From an optimization exercise on the open Yosys and OpenROAD flow, aimed at small area and a short achievable clock period; shortcuts taken in it are not production practice.

// ks_vandana_fp_div
module ks_vandana_fp_div(
	a1,
	b1,
	c,
	clk
);
	input wire [31:0] a1;
	input wire [31:0] b1;
	input wire clk;
	output wire [31:0] c;
	localparam integer KS = 3;
	function [2:0] q1sel;
		input [7:0] ab;
		begin
			case (ab)
			8'h00: q1sel = 3'd2;
			8'h01: q1sel = 3'd2;
			8'h02: q1sel = 3'd2;
			8'h03: q1sel = 3'd2;
			8'h04: q1sel = 3'd2;
			8'h05: q1sel = 3'd2;
			8'h06: q1sel = 3'd1;
			8'h07: q1sel = 3'd1;
			8'h08: q1sel = 3'd1;
			8'h09: q1sel = 3'd1;
			8'h0a: q1sel = 3'd1;
			8'h0b: q1sel = 3'd1;
			8'h0c: q1sel = 3'd1;
			8'h0d: q1sel = 3'd1;
			8'h0e: q1sel = 3'd1;
			8'h0f: q1sel = 3'd1;
			8'h10: q1sel = 3'd2;
			8'h11: q1sel = 3'd2;
			8'h12: q1sel = 3'd2;
			8'h13: q1sel = 3'd2;
			8'h14: q1sel = 3'd2;
			8'h15: q1sel = 3'd2;
			8'h16: q1sel = 3'd2;
			8'h17: q1sel = 3'd1;
			8'h18: q1sel = 3'd1;
			8'h19: q1sel = 3'd1;
			8'h1a: q1sel = 3'd1;
			8'h1b: q1sel = 3'd1;
			8'h1c: q1sel = 3'd1;
			8'h1d: q1sel = 3'd1;
			8'h1e: q1sel = 3'd1;
			8'h1f: q1sel = 3'd1;
			8'h20: q1sel = 3'd2;
			8'h21: q1sel = 3'd2;
			8'h22: q1sel = 3'd2;
			8'h23: q1sel = 3'd2;
			8'h24: q1sel = 3'd2;
			8'h25: q1sel = 3'd2;
			8'h26: q1sel = 3'd2;
			8'h27: q1sel = 3'd2;
			8'h28: q1sel = 3'd2;
			8'h29: q1sel = 3'd1;
			8'h2a: q1sel = 3'd1;
			8'h2b: q1sel = 3'd1;
			8'h2c: q1sel = 3'd1;
			8'h2d: q1sel = 3'd1;
			8'h2e: q1sel = 3'd1;
  ...
For scale: ~180 flip-flops, roughly 97 I/O pins.
==> flow/config.mk <==
export PLATFORM = sky130hd
export DESIGN_NAME = ks_vandana_fp_div
export DESIGN_NICKNAME = ks_vandana_fp_div
export VERILOG_FILES = /design/flow/design.v
export SDC_FILE = /design/flow/constraint.sdc
export NUM_CORES = 4
export LEC_CHECK = 0
export CAP_MARGIN = 20
export CORE_MARGIN = 2
export CORE_UTILIZATION = 40
export CTS_BUF_LIST = sky130_fd_sc_hd__clkbuf_8
export SLEW_MARGIN = 20
export SYNTH_HIERARCHICAL = 1
==> flow/constraint.sdc <==
create_clock -name core_clock -period 120.0 [get_ports {clk}]
set_input_delay 24.0000 -clock core_clock [delete_from_list [all_inputs] [get_ports {clk}]]
set_output_delay 24.0000 -clock core_clock [all_outputs]
set_load 0.01 [all_outputs]
standard.sh (not shown) runs the stock make flow with config.mk's settings and CLKGATE_MAP_FILE= SYNTH_SCRIPT=/design/flow/synth_recipe.tcl, a recipe that flattens the netlist after the stock synthesis.
==> flow/flow/run.sh <==
#!/bin/bash
# The standard layout (standard.sh), with the input and output ports
# buffered by the two-drive buffer cell instead of the flow's default one.
# The full output of the flow goes to flow.log in this folder.
export BUFFER_PORTS_ARGS="-buffer_cell sky130_fd_sc_hd__buf_2"
bash standard.sh > flow.log 2>&1
The first run finished clean.
==> next run, changes <==
--- a/flow/design.v
+++ b/flow/design.v
@@ -308,25 +308,29 @@
 	generate
 		for (j = 2; j <= 12; j = j + 1) begin : step
 			wire [26:0] s_in, c_in;
 			wire [23:0] mb;
 			wire qpos, two, one;
 			r4_sel u_sel (.sh(ys[j][26:20]), .ch(yc[j][26:20]), .di(mbv[j-1][22:20]),
 				.qpos(dsel[j][2]), .two(dsel[j][1]), .one(dsel[j][0]));
+			wire [2:0] qd;             
 			if (j == KS) begin : from1
 				assign s_in = ys1;
 				assign c_in = yc1;
 				assign mb = {1'b1, mb1};
-				assign {qpos, two, one} = qs1;
+				assign qd = qs1;
 			end else begin : direct
 				assign s_in = ys[j];
 				assign c_in = yc[j];
 				assign mb = mbv[j-1];
-				assign {qpos, two, one} = dsel[j];
+				assign qd = dsel[j];
 			end
+			r4_buf u_bp (.a(qd[2]), .y(qpos));
+			r4_buf u_bt (.a(qd[1]), .y(two));
+			r4_buf u_bo (.a(qd[0]), .y(one));
 			assign mbv[j] = mb;
 			assign dig[j] = {qpos, two, one};
 			wire [24:0] so, co;
 			wire [24:0] mbl = {1'b0, mb};
 			wire [24:0] mbh = {mb, 1'b0};
 			for (i = (j == 2) ? 0 : 2; i < 25; i = i + 1) begin : bt
 				wire m = ((one & mbl[i]) | (two & mbh[i])) ^ qpos;
@@ -414,7 +418,12 @@
 	input wire b;
 	input wire ci;
 	output wire s;
 	output wire co;
 	assign s = a ^ b ^ ci;
 	assign co = (a & b) | (a & ci) | (b & ci);
 endmodule
+module r4_buf(a, y);
+	input wire a;
+	output wire y;
+	assign y = a;
+endmodule
What happened:
- The changed run completed without violations
- design area barely changes
- wire length went down by 0.32%
- die area is higher by 1.0%
- area after synthesis rose by 1.1%
- via count climbs by 0.71%
- global-route usage fell by 0.36 points
- utilization came out lower by 0.66 points
- cell count hardly moves
- worst setup slack improved by 0.10 ns
- flip-flop and latch count stays the same
- first-iteration DRC count goes down by 6.0%
- fmax stays flat
No functional check of the RTL was part of any run of this note.

---

## wip/amber
ks_vandana_fp_div, a different RTL version from the one above (not shown whole).
Size in the first run: ~180 flip-flops, roughly 97 I/O pins, ~23,000 um^2 of cells after synthesis.
==> module ks_vandana_fp_div, before the edit <==
module ks_vandana_fp_div(
	a1,
	b1,
	c,
	clk
);
	input wire [31:0] a1;
	input wire [31:0] b1;
	input wire clk;
	output wire [31:0] c;
	localparam integer K1 = 3;
	function [2:0] sel;    
		input [6:0] sh;
		input [6:0] ch;
		input [2:0] di;
		reg [6:0] e;
		reg ge1, ge0, ge2, gem1;
		begin
			e = sh + ch;
			ge1 = ~e[6] & (e[5] | e[4] | e[3] | (e[2] & (~di[2] | e[1])));
			ge0 = ~e[6] | (e[5] & e[4] & e[3] & (e[2] | (di[2] ? (e[1] | e[0]) : (e[1] & e[0]))));
			case (di)
				3'd0: begin ge2 = ~e[6] & (e[5:0] >= 6'd12); gem1 = ~e[6] | (e[5:0] >= 6'd51); end
				3'd1: begin ge2 = ~e[6] & (e[5:0] >= 6'd14); gem1 = ~e[6] | (e[5:0] >= 6'd49); end
				3'd2: begin ge2 = ~e[6] & (e[5:0] >= 6'd15); gem1 = ~e[6] | (e[5:0] >= 6'd48); end
				3'd3: begin ge2 = ~e[6] & (e[5:0] >= 6'd16); gem1 = ~e[6] | (e[5:0] >= 6'd46); end
				3'd4: begin ge2 = ~e[6] & (e[5:0] >= 6'd18); gem1 = ~e[6] | (e[5:0] >= 6'd44); end
				3'd5: begin ge2 = ~e[6] & (e[5:0] >= 6'd20); gem1 = ~e[6] | (e[5:0] >= 6'd44); end
				3'd6: begin ge2 = ~e[6] & (e[5:0] >= 6'd20); gem1 = ~e[6] | (e[5:0] >= 6'd42); end
				3'd7: begin ge2 = ~e[6] & (e[5:0] >= 6'd24); gem1 = ~e[6] | (e[5:0] >= 6'd40); end
			endcase
			sel = {ge1, ge2 | ~gem1, (ge1 & ~ge2) | (gem1 & ~ge0)};
		end
	endfunction
	wire        sc0 = a1[31] ^ b1[31];
	wire [7:0]  e0  = (a1[30:23] - b1[30:23]) + 8'd127;
	wire        q1  = a1[22] | ~b1[22];
	wire [26:0] ys [2:13];
	wire [26:0] yc [2:13];
	wire [23:0] mbv [1:13];
	wire [2:0]  dig [2:13];    
	wire [24:0] vs, vc;        
	assign mbv[1] = {1'b1, b1[22:0]};
	assign ys[2] = {2'b00, 1'b1, a1[22:0], q1};
	assign yc[2] = q1 ? ~{1'b0, 1'b1, b1[22:0], 2'b00} : 27'd0;
	reg        sc1, sc2;
	reg [7:0]  e1, e2;
	reg [22:0] mb1;
	reg [26:0] ys1, yc1;
	reg [24:0] vs2, vc2;
	reg        q1_1, q1_2;
	reg [3*K1-1:3] dg1;         
	reg [35:0] dg2;             
	genvar j;
	generate
		for (j = 2; j <= 13; j = j + 1) begin : step
			wire [26:0] s_in, c_in;
			wire [23:0] mb;
			if (j == K1 + 1) begin : from1
				assign s_in = ys1;
				assign c_in = yc1;
				assign mb = {1'b1, mb1};
			end else begin : direct
				assign s_in = ys[j];
				assign c_in = yc[j];
				assign mb = mbv[j-1];
			end
			assign mbv[j] = mb;
			wire qpos, two, one;
			assign {qpos, two, one} = sel(s_in[26:20], c_in[26:20], mb[22:20]);
			wire [2:0] q = {qpos, two, one};
			wire [24:0] so, co;
			wire one_b, two_b, qpos_b;
			r4_buf u_b1 (.a(one), .y(one_b));
			r4_buf u_b2 (.a(two), .y(two_b));
			r4_buf u_b3 (.a(qpos), .y(qpos_b));
			wire [24:0] mbl = {1'b0, mb};
			wire [24:0] mbh = {mb, 1'b0};
			genvar i;
			for (i = (j == 2) ? 0 : 2; i < 25; i = i + 1) begin : bt
				wire m = (i >= 16) ? (((one & mbl[i]) | (two & mbh[i])) ^ qpos)
					: (((one_b & mbl[i]) | (two_b & mbh[i])) ^ qpos_b);
				r4_fa u_fa (.a(s_in[i]), .b(c_in[i]), .ci(m), .s(so[i]), .co(co[i]));
			end
			if (j > 2) begin : blo
				for (i = 0; i < 2; i = i + 1) begin : bl
					wire m = (i >= 16) ? (((one & mbl[i]) | (two & mbh[i])) ^ qpos)
					: (((one_b & mbl[i]) | (two_b & mbh[i])) ^ qpos_b);
					assign so[i] = m;
					assign co[i] = 1'b0;
				end
			end
			wire [24:0] wc = {co[23:0], qpos};
			assign dig[j] = q;
			if (j < 13) begin : nxt
				assign ys[j+1] = {so, 2'b00};
				assign yc[j+1] = {wc, 2'b00};
			end else begin : last
				assign vs = so;
				assign vc = wc;
			end
		end
	endgenerate
	wire [3*12-1:0] dall;
	generate
		for (j = 2; j <= 13; j = j + 1) begin : gath
			assign dall[3*(13-j)+2:3*(13-j)] = dig[j];
		end
	endgenerate
	always @(posedge clk) begin
		sc1 <= sc0;
		e1 <= e0;
		mb1 <= b1[22:0];
		q1_1 <= q1;
		ys1 <= ys[K1+1];
		yc1 <= yc[K1+1];
		dg1 <= dall[35:36-3*(K1-1)];
		sc2 <= sc1;
		e2 <= e1;
		q1_2 <= q1_1;
		vs2 <= vs;
		vc2 <= vc;
		dg2 <= {dg1, dall[35-3*(K1-1):0]};
	end
	wire [35:0] dq = dg2;
	wire [24:0] qp, qn;
	assign qp[24] = q1_2;
	assign qn[24] = 1'b0;
	generate
		for (j = 2; j <= 13; j = j + 1) begin : conv
			wire [2:0] d = dq[3*(13-j)+2:3*(13-j)];
			assign qp[2*(13-j)+1:2*(13-j)] = d[2] ? d[1:0] : 2'b00;
			assign qn[2*(13-j)+1:2*(13-j)] = d[2] ? 2'b00 : d[1:0];
		end
	endgenerate
	wire [24:0] v = vs2 + vc2;
	wire [24:0] f = qp - qn - {24'd0, v[24]};
	wire [22:0] frac = f[23] ? f[22:0] : {f[21:0], 1'b0};
	wire [7:0]  ex = f[23] ? e2 : e2 - 8'd1;
	assign c = {sc2, ex, frac};
endmodule
clock: 120.0 ns
lec_check: 0
cap_margin: 20
core_margin: 2
core_utilization: 40
slew_margin: 20
synth_hierarchical: 1
run.sh (not shown) runs the stock make flow with config.mk's settings and CLKGATE_MAP_FILE= SYNTH_SCRIPT=/design/flow/synth_recipe.tcl, a recipe that flattens the netlist after the stock synthesis.
Stock flow here: none of the scripts above is used.
The following lists how wip/tundra was set up differently from wip/amber:
-- flow/design.v --
<<< wip/amber, line 10
	output wire [31:0] c;
	localparam integer K1 = 3;
	function [2:0] sel;    
		input [6:0] sh;
		input [6:0] ch;
		input [2:0] di;
		reg [6:0] e;
		reg ge1, ge0, ge2, gem1;
		begin
			e = sh + ch;
			ge1 = ~e[6] & (e[5] | e[4] | e[3] | (e[2] & (~di[2] | e[1])));
			ge0 = ~e[6] | (e[5] & e[4] & e[3] & (e[2] | (di[2] ? (e[1] | e[0]) : (e[1] & e[0]))));
			case (di)
				3'd0: begin ge2 = ~e[6] & (e[5:0] >= 6'd12); gem1 = ~e[6] | (e[5:0] >= 6'd51); end
				3'd1: begin ge2 = ~e[6] & (e[5:0] >= 6'd14); gem1 = ~e[6] | (e[5:0] >= 6'd49); end
				3'd2: begin ge2 = ~e[6] & (e[5:0] >= 6'd15); gem1 = ~e[6] | (e[5:0] >= 6'd48); end
				3'd3: begin ge2 = ~e[6] & (e[5:0] >= 6'd16); gem1 = ~e[6] | (e[5:0] >= 6'd46); end
				3'd4: begin ge2 = ~e[6] & (e[5:0] >= 6'd18); gem1 = ~e[6] | (e[5:0] >= 6'd44); end
				3'd5: begin ge2 = ~e[6] & (e[5:0] >= 6'd20); gem1 = ~e[6] | (e[5:0] >= 6'd44); end
				3'd6: begin ge2 = ~e[6] & (e[5:0] >= 6'd20); gem1 = ~e[6] | (e[5:0] >= 6'd42); end
				3'd7: begin ge2 = ~e[6] & (e[5:0] >= 6'd24); gem1 = ~e[6] | (e[5:0] >= 6'd40); end
			endcase
			sel = {ge1, ge2 | ~gem1, (ge1 & ~ge2) | (gem1 & ~ge0)};
		end
	endfunction
	wire        sc0 = a1[31] ^ b1[31];
	wire [7:0]  e0  = (a1[30:23] - b1[30:23]) + 8'd127;
>>> wip/tundra, line 10
	output wire [31:0] c;
	localparam integer K1 = 3;
	wire        sc0 = a1[31] ^ b1[31];
	wire [7:0]  e0  = (a1[30:23] - b1[30:23]) + 8'd127;
<<< wip/amber, line 68
			assign mbv[j] = mb;
			wire qpos, two, one;
			assign {qpos, two, one} = sel(s_in[26:20], c_in[26:20], mb[22:20]);
			wire [2:0] q = {qpos, two, one};
			wire [24:0] so, co;
>>> wip/tundra, line 45
			assign mbv[j] = mb;
			wire qpos, two, one;
			r4_sel u_sel (.sh(s_in[26:20]), .ch(c_in[26:20]), .di(mb[22:20]),
				.qpos(qpos), .two(two), .one(one));
			wire [2:0] q = {qpos, two, one};
			wire [24:0] so, co;
<<< wip/amber, line 140
	assign c = {sc2, ex, frac};
endmodule
module r4_fa(a, b, ci, s, co);
	input wire a;
>>> wip/tundra, line 118
	assign c = {sc2, ex, frac};
endmodule
module r4_sel(sh, ch, di, qpos, two, one);
input wire [6:0] sh; input wire [6:0] ch; input wire [2:0] di; output wire qpos, two, one;
wire [6:0] e = sh + ch;
wire ge1 = ~e[6] & (e[5] | e[4] | e[3] | (e[2] & (~di[2] | e[1])));
wire ge0 = ~e[6] | (e[5] & e[4] & e[3] & (e[2] | (di[2] ? (e[1] | e[0]) : (e[1] & e[0]))));
reg ge2, gem1;
always @(*) begin
  case (di)
    3'd0: begin ge2 = ~e[6] & (e[5:0] >= 6'd12); gem1 = ~e[6] | (e[5:0] >= 6'd51); end
    3'd1: begin ge2 = ~e[6] & (e[5:0] >= 6'd14); gem1 = ~e[6] | (e[5:0] >= 6'd49); end
    3'd2: begin ge2 = ~e[6] & (e[5:0] >= 6'd15); gem1 = ~e[6] | (e[5:0] >= 6'd48); end
    3'd3: begin ge2 = ~e[6] & (e[5:0] >= 6'd16); gem1 = ~e[6] | (e[5:0] >= 6'd46); end
    3'd4: begin ge2 = ~e[6] & (e[5:0] >= 6'd18); gem1 = ~e[6] | (e[5:0] >= 6'd44); end
    3'd5: begin ge2 = ~e[6] & (e[5:0] >= 6'd20); gem1 = ~e[6] | (e[5:0] >= 6'd44); end
    3'd6: begin ge2 = ~e[6] & (e[5:0] >= 6'd20); gem1 = ~e[6] | (e[5:0] >= 6'd42); end
    3'd7: begin ge2 = ~e[6] & (e[5:0] >= 6'd24); gem1 = ~e[6] | (e[5:0] >= 6'd40); end
  endcase
end
assign qpos = ge1;
assign two = ge2 | ~gem1;
assign one = (ge1 & ~ge2) | (gem1 & ~ge0);
endmodule
module r4_fa(a, b, ci, s, co);
	input wire a;
## What came out
A end of the critical path of vs2[8]$_DFF_P_ is what wip/amber shows, while vs2[6]$_DFF_P_ belongs to wip/tundra.
Of wip/tundra and wip/amber, the run reporting the lower setup slack was wip/amber.
The die footprint number comes out lower for wip/amber vs wip/tundra.
Fraction of cell area in non-clock buffers was lower in wip/tundra than in wip/amber.
Sequential share of layout area (higher): wip/amber
Going from wip/amber to wip/tundra, shortest clock period the worst path allows after layout shrinks by 4230 ps.
wip/tundra ends up with lower count of clock-buffer cells in the layout than wip/amber does.
Placer's final routability congestion estimate: wip/tundra < wip/amber
Min largest net degree at the start of global routing across wip/tundra and wip/amber: wip/amber
wip/tundra ends up with a highest fanout seen on the critical path that is 18 lower than in wip/amber.
In the tables for wip/tundra and wip/amber, fraction of met1 tracks used by global routing reads lower with wip/tundra.
On synthesized netlist cell count: wip/tundra sits below wip/amber.
wip/tundra vs wip/amber on area growth from synthesis to layout: wip/tundra is the higher one.
No functional check of the RTL was part of any run of this note.

-- re-timing with driven ports --
The flow's constraints put no driver on any port. The routed layouts listed below were extracted and timed again, unchanged, in two steps.
Step 1 sets driving cells, clkbuf_16 on the clock port and buf_2 on the other inputs (assumed; they add their load-dependent delay and slew).
Step 2 times the ports against the registers' clock, not the clock port: input delays grow and output delays shrink by t, the midpoint of the rising clock arrivals with the driver on.
a / b / c = ideal ports / drivers / drivers and shift; a / b = the first two.
run	shift t [ns]	slack for setup (ns)	hold WS [ns]	latest minus earliest clock arrival (ns)	worst data-port slew with drivers (ns)
the first run of note 1	0.584	79.577 / 79.577 / 79.577	0.334 / 0.334 / 0.334	0.026 / 0.026	0.04
the second run of note 1	0.563	79.678 / 79.678 / 79.678	0.336 / 0.336 / 0.336	0.022 / 0.022	0.05
wip/amber	0.534	81.779 / 81.779 / 81.779	0.321 / 0.321 / 0.321	0.012 / 0.011	0.10
wip/tundra	0.499	86.013 / 86.013 / 86.013	0.329 / 0.329 / 0.329	0.016 / 0.017	0.04
After both steps setup and hold are still met in every run listed.
